Source: an optimization exercise on an open RTL-to-GDS flow (aim: small area, a short achievable clock period and few clock cycles). Production flows keep margins and buffers that such runs may drop. RTL that was checked went through simulation tests only; none was proved equivalent to the original. Power figures rest on the tool's default switching activity, not on a simulated workload.

## build 20
==> module proc, before the edit <==
module proc (
  input         clk,
  input         rst,
  output [15:0] imem_addr,
  input  [15:0] imem_rdata,
  input         imem_ready,
  output [15:0] dmem_addr,
  output [15:0] dmem_wdata,
  output        dmem_rd,
  output        dmem_wr,
  input  [15:0] dmem_rdata,
  input         dmem_ready,
  output        halt);
  localparam [15:0] NOP = 16'h0800;
  reg [15:0] ir;
  reg [15:0] pc2;
  reg f_pcrel, f_rfmt, f_inv, f_jmp, f_br, f_ld, f_st;
  reg [15:0] r0, r1, r2, r3, r4, r5, r6, r7;
  wire [4:0] op = ir[15:11];
  wire [1:0] fn = ir[1:0];
  wire op_halt  = (op == 5'b00000);
  wire op_j     = (op == 5'b00100);
  wire op_jr    = (op == 5'b00101);
  wire op_jal   = (op == 5'b00110);
  wire op_jalr  = (op == 5'b00111);
  wire op_addi  = (op == 5'b01000);
  wire op_subi  = (op == 5'b01001);
  wire op_xori  = (op == 5'b01010);
  wire op_andni = (op == 5'b01011);
  wire op_br    = (op[4:2] == 3'b011);
  wire op_st    = (op == 5'b10000);
  wire op_ld    = (op == 5'b10001);
  wire op_slbi  = (op == 5'b10010);
  wire op_stu   = (op == 5'b10011);
  wire op_shi   = (op[4:2] == 3'b101);
  wire op_lbi   = (op == 5'b11000);
  wire op_btr   = (op == 5'b11001);
  wire op_shr   = (op == 5'b11010);
  wire op_ar    = (op == 5'b11011);
  wire op_set   = (op[4:2] == 3'b111);
  wire op_mem   = f_ld | f_st;
  wire rfmt     = f_rfmt;                          
  wire inv      = f_inv;                           
  wire imm8f    = op_jr | op_jalr | op_lbi;        
  wire zx5      = op_xori | op_andni;
  wire [15:0] imm = imm8f ? {{8{ir[7]}}, ir[7:0]}
                          : {{11{ir[4] & ~zx5}}, ir[4:0]};
  function [15:0] rsel;
    input [2:0] s;
    input [15:0] a0, a1, a2, a3, a4, a5, a6, a7;
    case (s)
      3'd0: rsel = a0; 3'd1: rsel = a1; 3'd2: rsel = a2; 3'd3: rsel = a3;
      3'd4: rsel = a4; 3'd5: rsel = a5; 3'd6: rsel = a6; default: rsel = a7;
    endcase
  endfunction
  reg  [15:0] rs, rt;
  wire [15:0] rfa = rsel(imem_rdata[10:8], r0, r1, r2, r3, r4, r5, r6, r7);
  wire [15:0] rfb = rsel(imem_rdata[7:5],  r0, r1, r2, r3, r4, r5, r6, r7);
  wire pcrel = f_pcrel;
  wire [15:0] boff = (op_j | op_jal) ? {{5{ir[10]}}, ir[10:0]} : {{8{ir[7]}}, ir[7:0]};
  wire [15:0] y = rfmt ? rt : pcrel ? boff : imm;
  wire [15:0] x = pcrel ? pc2 : rs ^ {16{inv}};
  wire [16:0] sum;
  cla16 add (.a(x), .b(y), .ci(inv), .s(sum[15:0]), .co(sum[16]));
  wire [3:0] cnt  = op_shr ? rt[3:0] : ir[3:0];
  wire [1:0] sk   = op_shr ? fn : op[1:0];         
  wire [3:0] lamt = sk[1] ? (4'd0 - cnt) : cnt;
  wire [31:0] dbl = {rs, rs} << lamt;
  wire [15:0] rot = dbl[31:16];
  wire [15:0] mask_l = 16'hffff << cnt;
  wire [15:0] mask_r = 16'hffff >> cnt;
  wire [15:0] smask = ~sk[0] ? 16'hffff : sk[1] ? mask_r : mask_l;
  wire [15:0] shres = rot & smask;
  wire [15:0] xr = rs ^ y;
  wire eq  = ~|xr;
  wire ovf = (rt[15] ^ rs[15]) & (sum[15] ^ rt[15]);
  wire ge  = ~(sum[15] ^ ovf);                     
  reg setbit;
  always @* begin
    case (op[1:0])
      2'b00: setbit = eq;
      2'b01: setbit = ge & ~eq;                    
      2'b10: setbit = ge;                          
      default: setbit = sum[16];                   
    endcase
  end
  wire [15:0] btr;
  genvar g;
  generate for (g = 0; g < 16; g = g + 1) begin : rev
    assign btr[g] = rs[15 - g];
  end endgenerate
  wire arith = op_addi | op_subi | (op_ar & ~fn[1]) | op_stu;
  wire lxor  = op_xori | (op_ar & fn == 2'b10);
  wire landn = op_andni | (op_ar & fn == 2'b11);
  wire shf   = op_shi | op_shr;
  wire link  = op_jal | op_jalr;
  wire [15:0] res =
      ({16{arith}}  & sum[15:0])
    | ({16{lxor}}   & xr)
    | ({16{landn}}  & (rs & ~y))
    | ({16{shf}}    & shres)
    | ({16{op_set}} & {15'b0, setbit})
    | ({16{op_btr}} & btr)
    | ({16{op_lbi}} & imm)
    | ({16{op_slbi}} & {rs[7:0], ir[7:0]})
    | ({16{link}}   & pc2)
    | ({16{op_ld}}  & dmem_rdata);
  wire misal = op_mem & sum[0];
  assign dmem_addr  = {sum[15:1], 1'b0};
  assign dmem_wdata = rt;
  assign dmem_rd    = f_ld & ~sum[0];
  assign dmem_wr    = f_st & ~sum[0];
  wire stop = op_halt | misal;
  wire hold = stop | ((dmem_rd | dmem_wr) & ~dmem_ready);
  assign halt = stop;
  wire wr = arith | lxor | landn | shf | op_set | op_btr | op_lbi | op_slbi | link | op_ld;
  wire [2:0] wsel = link ? 3'd7
                  : (op_lbi | op_slbi | op_stu) ? ir[10:8]
                  : (rfmt | op_btr) ? ir[4:2]
                  : ir[7:5];
  wire we = wr & ~hold;
  always @(posedge clk) begin
    if (we && wsel == 3'd0) r0 <= res;
    if (we && wsel == 3'd1) r1 <= res;
    if (we && wsel == 3'd2) r2 <= res;
    if (we && wsel == 3'd3) r3 <= res;
    if (we && wsel == 3'd4) r4 <= res;
    if (we && wsel == 3'd5) r5 <= res;
    if (we && wsel == 3'd6) r6 <= res;
    if (we && wsel == 3'd7) r7 <= res;
  end
  wire taken = f_br & (op[1] ? (rs[15] ^ op[0]) : ((rs == 16'b0) ^ op[0]));
  wire [15:0] nxt = (taken | f_jmp) ? sum[15:0] : pc2;
  assign imem_addr = {nxt[15:1], 1'b0};
  wire [15:0] fi = imem_ready ? imem_rdata : NOP;
  always @(posedge clk) begin
    if (!hold) begin
      rs <= (wr && wsel == imem_rdata[10:8]) ? res : rfa;
      rt <= (wr && wsel == imem_rdata[7:5])  ? res : rfb;
    end
  end
  wire [4:0] fo = fi[15:11];
  always @(posedge clk) begin
    if (rst) begin
      ir  <= NOP;
      pc2 <= 16'h0000;
      {f_pcrel, f_rfmt, f_inv, f_jmp, f_br, f_ld, f_st} <= 7'b0;
    end else if (!hold) begin
      ir  <= fi;
      pc2 <= imem_ready ? nxt + 16'd2 : nxt;
      f_pcrel <= (fo[4:2] == 3'b011) | (fo == 5'b00100) | (fo == 5'b00110);
      f_rfmt  <= (fo == 5'b11011) | (fo == 5'b11010) | (fo[4:2] == 3'b111);
      f_inv   <= (fo == 5'b01001) | (fo == 5'b11011 && fi[1:0] == 2'b01)
               | (fo == 5'b11101) | (fo == 5'b11110);
      f_jmp   <= (fo[4:2] == 3'b001);
      f_br    <= (fo[4:2] == 3'b011);
      f_ld    <= (fo == 5'b10001);
      f_st    <= (fo == 5'b10000) | (fo == 5'b10011);
    end
  end
endmodule
make LEC_CHECK=0 ABC_AREA=1 CAP_MARGIN=20 CORE_MARGIN=2 CORE_UTILIZATION=60 SETUP_SLACK_MARGIN=3 SLEW_MARGIN=20 finish   # period 10.0 ns
run.sh (not shown) runs the stock make flow with config.mk's settings and CLKGATE_MAP_FILE= SYNTH_SCRIPT=/design/flow/synth_recipe.tcl, a recipe that flattens the netlist after the stock synthesis.
Every stage of the flow completed for build 20, and the final layout passed the timing, DRC and antenna checks.
Testbench counts of build 20, summed over its fixed seeds: cycles 20,438.
diff inputs: build 20 => trial 86
--- a/flow/design.v
+++ b/flow/design.v
@@ -92,11 +92,10 @@
       3'd0: rsel = a0; 3'd1: rsel = a1; 3'd2: rsel = a2; 3'd3: rsel = a3;
       3'd4: rsel = a4; 3'd5: rsel = a5; 3'd6: rsel = a6; default: rsel = a7;
     endcase
   endfunction
-  reg  [15:0] rs, rt;
-  wire [15:0] rfa = rsel(imem_rdata[10:8], r0, r1, r2, r3, r4, r5, r6, r7);
-  wire [15:0] rfb = rsel(imem_rdata[7:5],  r0, r1, r2, r3, r4, r5, r6, r7);
+  wire [15:0] rs = rsel(ir[10:8], r0, r1, r2, r3, r4, r5, r6, r7);
+  wire [15:0] rt = rsel(ir[7:5],  r0, r1, r2, r3, r4, r5, r6, r7);
   wire pcrel = f_pcrel;
   wire [15:0] boff = (op_j | op_jal) ? {{5{ir[10]}}, ir[10:0]} : {{8{ir[7]}}, ir[7:0]};
   wire [15:0] y = rfmt ? rt : pcrel ? boff : imm;
   wire [15:0] x = pcrel ? pc2 : rs ^ {16{inv}};
@@ -172,14 +171,8 @@
   wire taken = f_br & (op[1] ? (rs[15] ^ op[0]) : ((rs == 16'b0) ^ op[0]));
   wire [15:0] nxt = (taken | f_jmp) ? sum[15:0] : pc2;
   assign imem_addr = {nxt[15:1], 1'b0};
   wire [15:0] fi = imem_ready ? imem_rdata : NOP;
-  always @(posedge clk) begin
-    if (!hold) begin
-      rs <= (wr && wsel == imem_rdata[10:8]) ? res : rfa;
-      rt <= (wr && wsel == imem_rdata[7:5])  ? res : rfb;
-    end
-  end
   wire [4:0] fo = fi[15:11];
   always @(posedge clk) begin
     if (rst) begin
       ir  <= NOP;
[summary]
The final reports for trial 86 and build 20 show share of total power in combinational logic higher in the former. Higher met3 wire length was reported by trial 86, not build 20. As of trial 86, die area had fallen by a little under 10% compared to build 20. Trial 86 against build 20: number of search-and-repair iterations in the first detailed-routing pass shows an increase of 6, relative slew slack shows an increase of 11 points. Total half-perimeter wirelength after legalization and detailed placement (lower): trial 86. Trial 86 ends up with higher global-route usage than build 20 does. First-iteration DRC count grows by more than 10% when moving from build 20 to trial 86. Going from build 20 to trial 86, maximum fanout along the worst path shrinks by 6. Trial 86 — instance area after placement 0.0011 sq mm lower, build 20 as reference. Worst setup slack was higher in the run labelled build 20. Compared to build 20, trial 86 has fewer flip-flops.
No functional check of the RTL was part of trial 86.

========
Another version of the RTL of proc (not shown whole).
For scale: ~1800 cells after synthesis, about 210 flip-flops, roughly 87 I/O pins, roughly 0.014 mm2 of cells after synthesis.
Settings: LEC_CHECK=0, ABC_AREA=1, CAP_MARGIN=20, CORE_MARGIN=2, CORE_UTILIZATION=60, SETUP_SLACK_MARGIN=5, SLEW_MARGIN=20, TNS_END_PERCENT=0; clock period 10.0 ns.
standard.sh (not shown) runs the stock make flow with config.mk's settings and CLKGATE_MAP_FILE= SYNTH_SCRIPT=/design/flow/synth_recipe.tcl, a recipe that flattens the netlist after the stock synthesis.
==> flow/flow/run.sh <==
#!/bin/bash
# The standard layout, with two changes: ports are buffered with buf_1 cells
# (instead of the clkdlybuf4s50_1 that buffer_ports picks by default), and
# the resizer may change a cell's footprint when it sizes cells up or down.
set -euo pipefail
bash standard.sh MATCH_CELL_FOOTPRINT=0 "BUFFER_PORTS_ARGS=-buffer_cell sky130_fd_sc_hd__buf_1" finish > flow_make.log 2>&1
Testbench counts at the start, summed over its fixed seeds: cycles 20,438.
Then changed:
--- a/flow/design.v
+++ b/flow/design.v
@@ -51,17 +51,17 @@
   input  [15:0] dmem_rdata,
   input         dmem_ready,
   output        halt);
   localparam [15:0] NOP = 16'h0800;
   reg [4:0] op;            
   reg [1:0] fn;            
   reg [2:0] wsel;          
-  reg [15:0] y;            
+  reg [15:0] yi;           
   reg [15:0] pc2;
-  reg f_inv, f_redir, f_ld, f_st;
+  reg f_rfmt, f_inv, f_redir, f_ld, f_st;
   reg [15:0] r0, r1, r2, r3, r4, r5, r6, r7;
   wire op_halt  = (op == 5'b00000);
   wire op_j     = (op == 5'b00100);
   wire op_jr    = (op == 5'b00101);
   wire op_jal   = (op == 5'b00110);
   wire op_jalr  = (op == 5'b00111);
   wire op_addi  = (op == 5'b01000);
@@ -76,26 +76,28 @@
   wire op_shi   = (op[4:2] == 3'b101);
   wire op_lbi   = (op == 5'b11000);
   wire op_btr   = (op == 5'b11001);
   wire op_shr   = (op == 5'b11010);
   wire op_ar    = (op == 5'b11011);
   wire op_set   = (op[4:2] == 3'b111);
   wire op_mem   = f_ld | f_st;
+  wire rfmt     = f_rfmt;                          
   wire inv      = f_inv;                           
   function [15:0] rsel;
     input [2:0] s;
     input [15:0] a0, a1, a2, a3, a4, a5, a6, a7;
     case (s)
       3'd0: rsel = a0; 3'd1: rsel = a1; 3'd2: rsel = a2; 3'd3: rsel = a3;
       3'd4: rsel = a4; 3'd5: rsel = a5; 3'd6: rsel = a6; default: rsel = a7;
     endcase
   endfunction
   reg  [15:0] rs, rt;
   wire [15:0] rfa = rsel(imem_rdata[10:8], r0, r1, r2, r3, r4, r5, r6, r7);
   wire [15:0] rfb = rsel(imem_rdata[7:5],  r0, r1, r2, r3, r4, r5, r6, r7);
+  wire [15:0] y = rfmt ? rt : yi;
   wire [15:0] x = rs;
   wire [16:0] sum;
   cla16 add (.a(x), .b(y), .ci(inv), .s(sum[15:0]), .co(sum[16]));
   wire [3:0] cnt  = y[3:0];
   wire [1:0] sk   = op_shr ? fn : op[1:0];         
   wire [3:0] lamt = sk[1] ? (4'd0 - cnt) : cnt;
   wire [31:0] dbl = {rs, rs} << lamt;
@@ -103,15 +105,15 @@
   wire [15:0] mask_l = 16'hffff << cnt;
   wire [15:0] mask_r = 16'hffff >> cnt;
   wire [15:0] smask = ~sk[0] ? 16'hffff : sk[1] ? mask_r : mask_l;
   wire [15:0] shres = rot & smask;
   wire [15:0] xr = rs ^ y;
   wire eq  = ~|xr;                                
   wire ne  = ~&xr;                                 
-  wire ovf = ~(y[15] ^ rs[15]) & (sum[15] ^ y[15]);
+  wire ovf = ~(rt[15] ^ rs[15]) & (sum[15] ^ rt[15]);
   wire ge  = ~(sum[15] ^ ovf);                     
   reg setbit;
   always @* begin
     case (op[1:0])
       2'b00: setbit = eq;
       2'b01: setbit = ge & ne;                     
       2'b10: setbit = ge;                          
@@ -131,16 +133,16 @@
   wire [15:0] res =
       ({16{arith}}  & sum[15:0])
     | ({16{lxor}}   & xr)
     | ({16{landn}}  & (rs & ~y))
     | ({16{shf}}    & shres)
     | ({16{op_set}} & {15'b0, setbit})
     | ({16{op_btr}} & btr)
-    | ({16{op_lbi}} & y)
-    | ({16{op_slbi}} & {rs[7:0], y[7:0]})
+    | ({16{op_lbi}} & yi)
+    | ({16{op_slbi}} & {rs[7:0], yi[7:0]})
     | ({16{link}}   & pc2)
     | ({16{op_ld}}  & dmem_rdata);
   wire misal = op_mem & sum[0];
   assign dmem_addr  = {sum[15:1], 1'b0};
   assign dmem_wdata = rt;
   assign dmem_rd    = f_ld & ~sum[0];
   assign dmem_wr    = f_st & ~sum[0];
@@ -165,16 +167,14 @@
   wire [15:0] fi = imem_rdata;
   wire [4:0] fo = fi[15:11];
   wire [4:0] fop = imem_ready ? fo : NOP[15:11];
   wire f_pc  = (fo[4:2] == 3'b011) | (fo == 5'b00100) | (fo == 5'b00110);    
   wire f_sub = (fo == 5'b01001) | (fo == 5'b11011 && fi[1:0] == 2'b01)        
              | (fo == 5'b11101) | (fo == 5'b11110);                          
   wire [15:0] rsb = (wr && wsel == imem_rdata[10:8]) ? res : rfa;
-  wire [15:0] rtb = (wr && wsel == imem_rdata[7:5])  ? res : rfb;
-  wire f_rfmt = (fo == 5'b11011) | (fo == 5'b11010) | (fo[4:2] == 3'b111);
   wire f_cond = fo[1] ? (rsb[15] ^ fo[0]) : ((rsb == 16'b0) ^ fo[0]);
   wire f_j    = (fo == 5'b00100) | (fo == 5'b00110);                          
   wire f_imm8 = (fo[4:2] == 3'b011) | (fo == 5'b00101) | (fo == 5'b00111)     
               | (fo == 5'b11000) | (fo == 5'b10010);                          
   wire f_zx5  = (fo == 5'b01010) | (fo == 5'b01011);                          
   wire [15:0] f_imm = f_j    ? {{5{fi[10]}}, fi[10:0]}
                     : f_imm8 ? {{8{fi[7]}}, fi[7:0]}
@@ -182,18 +182,19 @@
   wire [2:0] f_wsel = (fo == 5'b00110 || fo == 5'b00111) ? 3'd7               
                     : (fo == 5'b11000 || fo == 5'b10010 || fo == 5'b10011) ? fi[10:8]   
                     : (fo[4:3] == 2'b11) ? fi[4:2]                              
                     : fi[7:5];
   always @(posedge clk) begin
     if (!hold) begin
       rs <= f_pc ? nxt2 : (rsb ^ {16{f_sub}});
-      rt <= rtb;
-      y  <= f_rfmt ? rtb : f_imm;
+      rt <= (wr && wsel == imem_rdata[7:5])  ? res : rfb;
       fn   <= fi[1:0];
       wsel <= f_wsel;
+      yi   <= f_imm;
+      f_rfmt  <= (fo == 5'b11011) | (fo == 5'b11010) | (fo[4:2] == 3'b111);
       f_inv   <= f_sub;
     end
     if (rst) begin
       op  <= NOP[15:11];
       pc2 <= 16'h0000;
       {f_redir, f_ld, f_st} <= 3'b0;
     end else if (!hold) begin
Outcome: Fmax fell by 1.9%. Cell area fell by 1.0%. Hold slack is better by 0.0033 ns. Routed wire length is about the same. Global-route usage rose by 1.8 points. Total power rose by 0.64%. Non-clock buffer count rose by 7. Via count rose by 2.0%. Clock-buffer cell count fell by 7. Flip-flop and latch count fell by 6.
The RTL of the second run of this note was laid out without a check of its function.

## separate check: timing with driven ports
Ports are ideal in the flow. The routed layouts listed here were re-timed in OpenROAD.
Step 1: set_driving_cell puts a clkbuf_16 on clk and a buf_2 on each other input, an assumption about the parent block.
Step 2 times the ports against the registers' clock, not the clock port: input delays grow and output delays shrink by t, the midpoint of the rising clock arrivals with the driver on.
Three values: ideal ports, drivers, drivers and shift; two values: the first two.
run | t (ns) | setup WS [ns] | latest minus earliest clock arrival (ns) | worst register clock-pin slew, ns | pins driven straight from the clock port
build 20 | 0.493 | 3.504 / 3.453 / 3.946 | 0.022 / 0.022 | 0.09 / 0.09 | 1
trial 86 | 0.478 | 3.099 / 3.049 / 3.527 | 0.017 / 0.018 | 0.08 / 0.08 | 1
the first run of note 2 | 0.580 | 5.080 / 5.030 / 4.901 | 0.021 / 0.020 | 0.08 / 0.08 | 1
the second run of note 2 | 0.497 | 4.982 / 4.930 / 4.825 | 0.023 / 0.023 | 0.10 / 0.10 | 1
After both steps setup and hold are still met in every run listed. For the first run of note 2, which loses most, drivers alone change the setup slack by -0.050 ns; drivers and shift together by -0.179 ns.
